Source: an optimization exercise on an open RTL-to-GDS flow (aim: small area and a short achievable clock period). Production flows keep margins and buffers that such runs may drop.
RTL that was checked went through simulation tests only; none was proved equivalent to the original.
Power is estimated from default activity; no workload was simulated.

==> run D <==
// easyobv_lb
module easyobv_lb
(
    input logic clk,
    input logic rst,
    input logic pause,
    input logic clear,
    output logic timeout,
    input logic [87:0] instr_tdata,
    input logic instr_tvalid,
    output logic instr_tready,
    output logic [63:0] traffic_tdata,
    output logic traffic_tvalid,
    output logic [7:0] traffic_tkeep,
    output logic traffic_tlast,
    output logic [3:0] traffic_tdest,
    input logic traffic_tready,
    input logic [63:0] rx_mon_tdata,
    input logic rx_mon_tvalid,
    input logic rx_mon_tready,
    input logic [7:0] rx_mon_tkeep,
    input logic rx_mon_tlast,
    input logic [3:0] rx_mon_tdest,
    output logic mismatch,
    output logic [19:0] time_cnt,
    output logic [19:0] tx_pkt_cnt,
    output logic [19:0] tx_time_elapsed,
    output logic [19:0] tx_transferred_size,
    output logic [19:0] rx_pkt_cnt,
    output logic [19:0] rx_time_elapsed,
    output logic [19:0] rx_transferred_size,
    output logic [19:0] latency_sum
);
==> module axis_mon, before the edit <==
module axis_mon
(
    input logic clk,
    input logic rst,
    input logic [63:0] tx_tdata,
    input logic tx_tvalid,
    input logic tx_tready,
    input logic [7:0] tx_tkeep,
    input logic tx_tlast,
    input logic [3:0] tx_tdest,
    input logic [63:0] rx_tdata,
    input logic rx_tvalid,
    input logic rx_tready,
    input logic [7:0] rx_tkeep,
    input logic rx_tlast,
    input logic [3:0] rx_tdest,
    output logic mismatch,
    output logic [19:0] time_cnt,
    output logic [19:0] tx_pkt_cnt,
    output logic [19:0] tx_time_elapsed,
    output logic [19:0] tx_transferred_size,
    output logic [19:0] rx_pkt_cnt,
    output logic [19:0] rx_time_elapsed,
    output logic [19:0] rx_transferred_size,
    output logic [19:0] latency_sum
);
    logic tx_hs, rx_hs;
    assign tx_hs = tx_tvalid & tx_tready;
    assign rx_hs = rx_tvalid & rx_tready;
    always_ff @(posedge clk) begin
        if (rst)
            time_cnt <= '0;
        else
            time_cnt <= time_cnt + 1'b1;
    end
    logic tx_started, rx_started;
    logic [19:0] tx_run, rx_run;
    always_ff @(posedge clk) begin
        if (rst) begin
            tx_started <= 1'b0;
            tx_run <= 20'd1;
            tx_time_elapsed <= '0;
        end
        else begin
            if (tx_hs) begin
                tx_started <= 1'b1;
                tx_time_elapsed <= tx_run;
            end
            if (tx_started)
                tx_run <= tx_run + 1'b1;
        end
    end
    always_ff @(posedge clk) begin
        if (rst) begin
            rx_started <= 1'b0;
            rx_run <= 20'd1;
            rx_time_elapsed <= '0;
        end
        else begin
            if (rx_hs) begin
                rx_started <= 1'b1;
                rx_time_elapsed <= rx_run;
            end
            if (rx_started)
                rx_run <= rx_run + 1'b1;
        end
    end
    logic [3:0] tx_bytes, rx_bytes;
    always_comb begin
        tx_bytes = '0;
        rx_bytes = '0;
        for (int i = 0; i < 8; i++) begin
            tx_bytes = tx_bytes + tx_tkeep[i];
            rx_bytes = rx_bytes + rx_tkeep[i];
        end
    end
    always_ff @(posedge clk) begin
        if (rst) begin
            tx_pkt_cnt <= '0;
            tx_transferred_size <= '0;
            rx_pkt_cnt <= '0;
            rx_transferred_size <= '0;
        end
        else begin
            if (tx_hs & tx_tlast)
                tx_pkt_cnt <= tx_pkt_cnt + 1'b1;
            if (tx_hs)
                tx_transferred_size <= tx_transferred_size + tx_bytes;
            if (rx_hs & rx_tlast)
                rx_pkt_cnt <= rx_pkt_cnt + 1'b1;
            if (rx_hs)
                rx_transferred_size <= rx_transferred_size + rx_bytes;
        end
    end
    localparam int VW = 77;
    logic [VW-1:0] tx_vec, cmp_head;
    logic [VW-1:0] cmp_mem [16];
    logic [4:0] cmp_cnt;
    logic [3:0] cmp_wp, cmp_rp;
    logic cmp_empty, cmp_one, cmp_full;
    logic cmp_push, cmp_pop, cmp_head_new;
    assign tx_vec = {tx_tdest, tx_tlast, tx_tkeep, tx_tdata};
    assign cmp_empty = cmp_cnt == 5'd0;
    assign cmp_one = cmp_cnt == 5'd1;
    assign cmp_full = cmp_cnt == 5'd17;
    assign cmp_push = tx_hs & ~cmp_full;
    assign cmp_pop = rx_hs & ~mismatch & ~cmp_empty;
    assign cmp_head_new = cmp_empty | (cmp_pop & cmp_one);
    always_ff @(posedge clk) begin
        if (rst) begin
            cmp_cnt <= '0;
            cmp_wp <= '0;
            cmp_rp <= '0;
        end
        else begin
            cmp_cnt <= cmp_cnt + cmp_push - cmp_pop;
            if (cmp_push & ~cmp_head_new)
                cmp_wp <= cmp_wp + 1'b1;
            if (cmp_pop & ~cmp_one)
                cmp_rp <= cmp_rp + 1'b1;
        end
    end
    always_ff @(posedge clk) begin
        if (cmp_head_new)
            cmp_head <= tx_vec;
        else if (cmp_pop)
            cmp_head <= cmp_mem[cmp_rp];
    end
    always_ff @(posedge clk) begin
        if (cmp_push & ~cmp_head_new)
            cmp_mem[cmp_wp] <= tx_vec;
    end
    logic rx_diff;
    always_comb begin
        rx_diff = rx_tkeep != cmp_head[71:64] || rx_tlast != cmp_head[72] || rx_tdest != cmp_head[76:73];
        for (int b = 0; b < 8; b++)
            if (cmp_head[64+b] && rx_tdata[b*8+:8] != cmp_head[b*8+:8])
                rx_diff = 1'b1;
    end
    always_ff @(posedge clk) begin
        if (rst)
            mismatch <= 1'b0;
        else if (rx_hs & (rx_diff | cmp_empty))
            mismatch <= 1'b1;
    end
    logic [19:0] lat_mem [16];
    logic [19:0] lat_age;
    logic [4:0] lat_cnt;
    logic [3:0] lat_wp, lat_rp;
    logic lat_empty, lat_one, lat_full;
    logic lat_in, lat_out, lat_push, lat_pop, lat_head_new;
    assign lat_in = tx_hs & tx_tlast & ~mismatch;
    assign lat_out = rx_hs & rx_tlast & ~mismatch;
    assign lat_empty = lat_cnt == 5'd0;
    assign lat_one = lat_cnt == 5'd1;
    assign lat_full = lat_cnt == 5'd17;
    assign lat_push = lat_in & ~lat_full;
    assign lat_pop = lat_out & ~lat_empty;
    assign lat_head_new = lat_empty | (lat_pop & lat_one);
    always_ff @(posedge clk) begin
        if (rst) begin
            lat_cnt <= '0;
            lat_wp <= '0;
            lat_rp <= '0;
            lat_age <= 20'hfffff;
        end
        else begin
            lat_cnt <= lat_cnt + lat_push - lat_pop;
            if (lat_push & ~lat_head_new)
                lat_wp <= lat_wp + 1'b1;
            if (lat_pop & ~lat_one)
                lat_rp <= lat_rp + 1'b1;
            if (lat_head_new)
                lat_age <= '0;
            else if (lat_pop)
                lat_age <= time_cnt - lat_mem[lat_rp];
            else
                lat_age <= lat_age + 1'b1;
        end
    end
    always_ff @(posedge clk) begin
        if (lat_push & ~lat_head_new)
            lat_mem[lat_wp] <= time_cnt;
    end
    always_ff @(posedge clk) begin
        if (rst)
            latency_sum <= '0;
        else if (lat_out)
            latency_sum <= latency_sum + lat_age + 1'b1;
    end
endmodule
export LEC_CHECK = 0
export ABC_CLOCK_PERIOD_IN_PS = 3500
export CAP_MARGIN = 20
export CORE_MARGIN = 2
export CORE_UTILIZATION = 55
export SETUP_SLACK_MARGIN = 3.3
export SLEW_MARGIN = 20
create_clock -name core_clock -period 7.0 [get_ports {clk}]
run.sh (not shown) runs the stock make flow with config.mk's settings and CLKGATE_MAP_FILE= SYNTH_SCRIPT=/design/flow/synth_recipe.tcl, a recipe that flattens the netlist after the stock synthesis.
==> inputs of run M, as changes to run D <==
--- a/flow/config.mk
+++ b/flow/config.mk
@@ -7,7 +7,5 @@
 export LEC_CHECK = 0
-export ABC_CLOCK_PERIOD_IN_PS = 3500
 export CAP_MARGIN = 20
 export CORE_MARGIN = 2
-export CORE_UTILIZATION = 55
-export SETUP_SLACK_MARGIN = 3.3
+export CORE_UTILIZATION = 40
 export SLEW_MARGIN = 20
==> inputs of run G, as changes to run D <==
--- a/flow/design.v
+++ b/flow/design.v
@@ -2,2 +2,84 @@
 `timescale 1ns/1ps
+module keep_therm
+(
+    input logic [7:0] keep,
+    output logic [7:0] therm
+);
+    logic [7:0] t;
+    always_comb begin
+        t = keep;
+        {t[0], t[1]} = {t[0] | t[1], t[0] & t[1]};
+        {t[2], t[3]} = {t[2] | t[3], t[2] & t[3]};
+        {t[4], t[5]} = {t[4] | t[5], t[4] & t[5]};
+        {t[6], t[7]} = {t[6] | t[7], t[6] & t[7]};
+        {t[0], t[2]} = {t[0] | t[2], t[0] & t[2]};
+        {t[1], t[3]} = {t[1] | t[3], t[1] & t[3]};
+        {t[4], t[6]} = {t[4] | t[6], t[4] & t[6]};
+        {t[5], t[7]} = {t[5] | t[7], t[5] & t[7]};
+        {t[1], t[2]} = {t[1] | t[2], t[1] & t[2]};
+        {t[5], t[6]} = {t[5] | t[6], t[5] & t[6]};
+        {t[0], t[4]} = {t[0] | t[4], t[0] & t[4]};
+        {t[1], t[5]} = {t[1] | t[5], t[1] & t[5]};
+        {t[2], t[6]} = {t[2] | t[6], t[2] & t[6]};
+        {t[3], t[7]} = {t[3] | t[7], t[3] & t[7]};
+        {t[2], t[4]} = {t[2] | t[4], t[2] & t[4]};
+        {t[3], t[5]} = {t[3] | t[5], t[3] & t[5]};
+        {t[1], t[2]} = {t[1] | t[2], t[1] & t[2]};
+        {t[3], t[4]} = {t[3] | t[4], t[3] & t[4]};
+        {t[5], t[6]} = {t[5] | t[6], t[5] & t[6]};
+        therm = t;
+    end
+endmodule
+module therm_add
+(
+    input logic [3:0] lo,
+    input logic [7:0] therm,
+    output logic [4:0] sum
+);
+    logic [8:0] e;
+    always_comb begin
+        e[0] = ~therm[0];
+        for (int j = 1; j < 8; j++)
+            e[j] = therm[j-1] & ~therm[j];
+        e[8] = therm[7];
+        sum = '0;
+        for (int j = 0; j < 9; j++)
+            sum = sum | ({5{e[j]}} & ({1'b0, lo} + 5'(j)));
+    end
+endmodule
+module inc_flip
+(
+    input logic [15:0] hi,
+    output logic [15:0] flip
+);
+    always_comb begin
+        flip[0] = 1'b1;
+        for (int i = 1; i < 16; i++)
+            flip[i] = flip[i-1] & hi[i-1];
+    end
+endmodule
+module cond_inc
+(
+    input logic [15:0] hi,
+    input logic [15:0] flip,
+    input logic carry,
+    output logic [15:0] hi_nxt
+);
+    assign hi_nxt = hi ^ (flip & {16{carry}});
+endmodule
+module size_next
+(
+    input logic [19:0] size,
+    input logic [7:0] keep,
+    output logic [19:0] size_nxt
+);
+    logic [7:0] therm;
+    logic [4:0] lo;
+    logic [15:0] flip;
+    keep_therm u_therm (.keep(keep), .therm(therm));
+    therm_add u_add (.lo(size[3:0]), .therm(therm), .sum(lo));
+    inc_flip u_flip (.hi(size[19:4]), .flip(flip));
+    cond_inc u_inc (.hi(size[19:4]), .flip(flip), .carry(lo[4]), .hi_nxt(size_nxt[19:4]));
+    assign size_nxt[3:0] = lo[3:0];
+endmodule
 `timescale 1ns/1ps
@@ -155,11 +237,5 @@
     end
-    logic [3:0] tx_bytes, rx_bytes;
-    always_comb begin
-        tx_bytes = '0;
-        rx_bytes = '0;
-        for (int i = 0; i < 8; i++) begin
-            tx_bytes = tx_bytes + tx_tkeep[i];
-            rx_bytes = rx_bytes + rx_tkeep[i];
-        end
-    end
+    logic [19:0] tx_size_nxt, rx_size_nxt;
+    size_next u_tx_size (.size(tx_transferred_size), .keep(tx_tkeep), .size_nxt(tx_size_nxt));
+    size_next u_rx_size (.size(rx_transferred_size), .keep(rx_tkeep), .size_nxt(rx_size_nxt));
     always_ff @(posedge clk) begin
@@ -175,3 +251,3 @@
             if (tx_hs)
-                tx_transferred_size <= tx_transferred_size + tx_bytes;
+                tx_transferred_size <= tx_size_nxt;
             if (rx_hs & rx_tlast)
@@ -179,3 +255,3 @@
             if (rx_hs)
-                rx_transferred_size <= rx_transferred_size + rx_bytes;
+                rx_transferred_size <= rx_size_nxt;
         end
@@ -186,3 +262,3 @@
     logic [4:0] cmp_cnt;
-    logic [3:0] cmp_wp, cmp_rp;
+    logic [15:0] cmp_wp, cmp_rp;    
     logic cmp_empty, cmp_one, cmp_full;
@@ -199,4 +275,4 @@
             cmp_cnt <= '0;
-            cmp_wp <= '0;
-            cmp_rp <= '0;
+            cmp_wp <= 16'd1;
+            cmp_rp <= 16'd1;
         end
@@ -205,7 +281,13 @@
             if (cmp_push & ~cmp_head_new)
-                cmp_wp <= cmp_wp + 1'b1;
+                cmp_wp <= {cmp_wp[14:0], cmp_wp[15]};
             if (cmp_pop & ~cmp_one)
-                cmp_rp <= cmp_rp + 1'b1;
+                cmp_rp <= {cmp_rp[14:0], cmp_rp[15]};
         end
     end
+    logic [VW-1:0] cmp_rd;
+    always_comb begin
+        cmp_rd = '0;
+        for (int i = 0; i < 16; i++)
+            cmp_rd = cmp_rd | ({VW{cmp_rp[i]}} & cmp_mem[i]);
+    end
     always_ff @(posedge clk) begin
@@ -214,7 +296,8 @@
         else if (cmp_pop)
-            cmp_head <= cmp_mem[cmp_rp];
+            cmp_head <= cmp_rd;
     end
     always_ff @(posedge clk) begin
-        if (cmp_push & ~cmp_head_new)
-            cmp_mem[cmp_wp] <= tx_vec;
+        for (int i = 0; i < 16; i++)
+            if (cmp_push & ~cmp_head_new & cmp_wp[i])
+                cmp_mem[i] <= tx_vec;
     end
@@ -234,6 +317,7 @@
     logic [19:0] lat_mem [16];
-    logic [19:0] lat_age;
+    logic [19:0] lat_age, lat_next;
     logic [4:0] lat_cnt;
-    logic [3:0] lat_wp, lat_rp;
-    logic lat_empty, lat_one, lat_full;
+    logic [3:0] lat_wp;
+    logic [15:0] lat_rp3;           
+    logic lat_empty, lat_one, lat_two_up, lat_three_up, lat_full;
     logic lat_in, lat_out, lat_push, lat_pop, lat_head_new;
@@ -243,2 +327,3 @@
     assign lat_one = lat_cnt == 5'd1;
+    assign lat_three_up = lat_cnt >= 5'd3;
     assign lat_full = lat_cnt == 5'd17;
@@ -247,2 +332,8 @@
     assign lat_head_new = lat_empty | (lat_pop & lat_one);
+    logic [19:0] lat_rd3;
+    always_comb begin
+        lat_rd3 = '0;
+        for (int i = 0; i < 16; i++)
+            lat_rd3 = lat_rd3 | ({20{lat_rp3[i]}} & lat_mem[i]);
+    end
     always_ff @(posedge clk) begin
@@ -251,3 +342,3 @@
             lat_wp <= '0;
-            lat_rp <= '0;
+            lat_rp3 <= 16'd2;
             lat_age <= 20'hfffff;
@@ -259,3 +350,3 @@
             if (lat_pop & ~lat_one)
-                lat_rp <= lat_rp + 1'b1;
+                lat_rp3 <= {lat_rp3[14:0], lat_rp3[15]};
             if (lat_head_new)
@@ -263,3 +354,3 @@
             else if (lat_pop)
-                lat_age <= time_cnt - lat_mem[lat_rp];
+                lat_age <= time_cnt - lat_next;
             else
@@ -268,2 +359,8 @@
     end
+    always_ff @(posedge clk) begin
+        if (lat_pop & lat_three_up)
+            lat_next <= lat_rd3;
+        else if (lat_pop | (lat_push & lat_one))
+            lat_next <= time_cnt;
+    end
     always_ff @(posedge clk) begin
==> flow/flow/run.sh (new file) <==
#!/bin/bash
# The standard layout, with plain buf_1 cells as the port buffers instead of the
# delay buffers buffer_ports picks by default.
set -euo pipefail
export BUFFER_PORTS_ARGS="-buffer_cell sky130_fd_sc_hd__buf_1"
bash standard.sh > standard_flow.log 2>&1
==> flow/standard.sh (new file) <==
#!/bin/bash
# synth_recipe.tcl (not shown) runs the flow's synth.tcl, then flattens the netlist and writes it again
# the make line also repeats each setting of config.mk as NAME=value (left out here)
make -C /OpenROAD-flow-scripts/flow DESIGN_CONFIG=/design/flow/config.mk WORK_HOME=/design/flow/orfs CLKGATE_MAP_FILE= SYNTH_SCRIPT=/design/flow/synth_recipe.tcl "${@:-finish}"
--- a/flow/config.mk
+++ b/flow/config.mk
@@ -7,3 +7,2 @@
 export LEC_CHECK = 0
-export ABC_CLOCK_PERIOD_IN_PS = 3500
 export CAP_MARGIN = 20
@@ -11,3 +10,7 @@
 export CORE_UTILIZATION = 55
-export SETUP_SLACK_MARGIN = 3.3
+export CTS_CLUSTER_DIAMETER = 80
+export CTS_CLUSTER_SIZE = 24
+export SETUP_SLACK_MARGIN = 3.5
 export SLEW_MARGIN = 20
+export SYNTH_HIERARCHICAL = 1
+export SYNTH_MINIMUM_KEEP_SIZE = 0
removed: flow/run.sh
==> comparison <==
- In sequential power, run M and run D hardly differ.
- In run M the maximum frequency is smaller than in run G, by 36%.
- Between run G and run M, the lower synthesized cell count is in run M (gap 22%, measured against run M).
- The lowest combinational power belongs to run G, the highest to run D.
- The highest design area belongs to run D, the lowest to run G.
- Clock power, highest first: run M, run D, run G.
- Worst setup slack, lowest first: run M, run D, run G.
For run D and run M, only the layout was checked, not whether the RTL still works.

-- re-timing with driven ports --
In the flow no input, the clock included, has a driving cell. The finished layouts below were timed again as built, in two steps.
Step 1 sets driving cells, clkbuf_16 on the clock port and buf_2 on the other inputs (assumed; they add their load-dependent delay and slew).
Step 2 times the ports against the registers' clock, not the clock port: input delays grow and output delays shrink by t, the midpoint of the rising clock arrivals with the driver on.
Slacks: ideal / step 1 / step 2; pairs: ideal / step 1.
run | t, ns | setup slack, ns | hold WS [ns] | worst setup path at the end | worst register clock-pin slew, ns
run D | 0.895 | 2.710 / 2.730 / 1.835 | 0.438 / 0.438 / 0.438 | input to register | 0.07 / 0.07
run M | 0.909 | 1.537 / 1.604 / 0.695 | 0.447 / 0.447 / 0.447 | input to register | 0.07 / 0.07
run G | 0.827 | 3.519 / 3.454 / 2.763 | 0.453 / 0.453 / 0.453 | input to register | 0.10 / 0.10
After both steps setup and hold are still met in every run listed. The setup slack of run D, which loses most, moves by +0.020 ns with the drivers and by -0.875 ns with both steps.
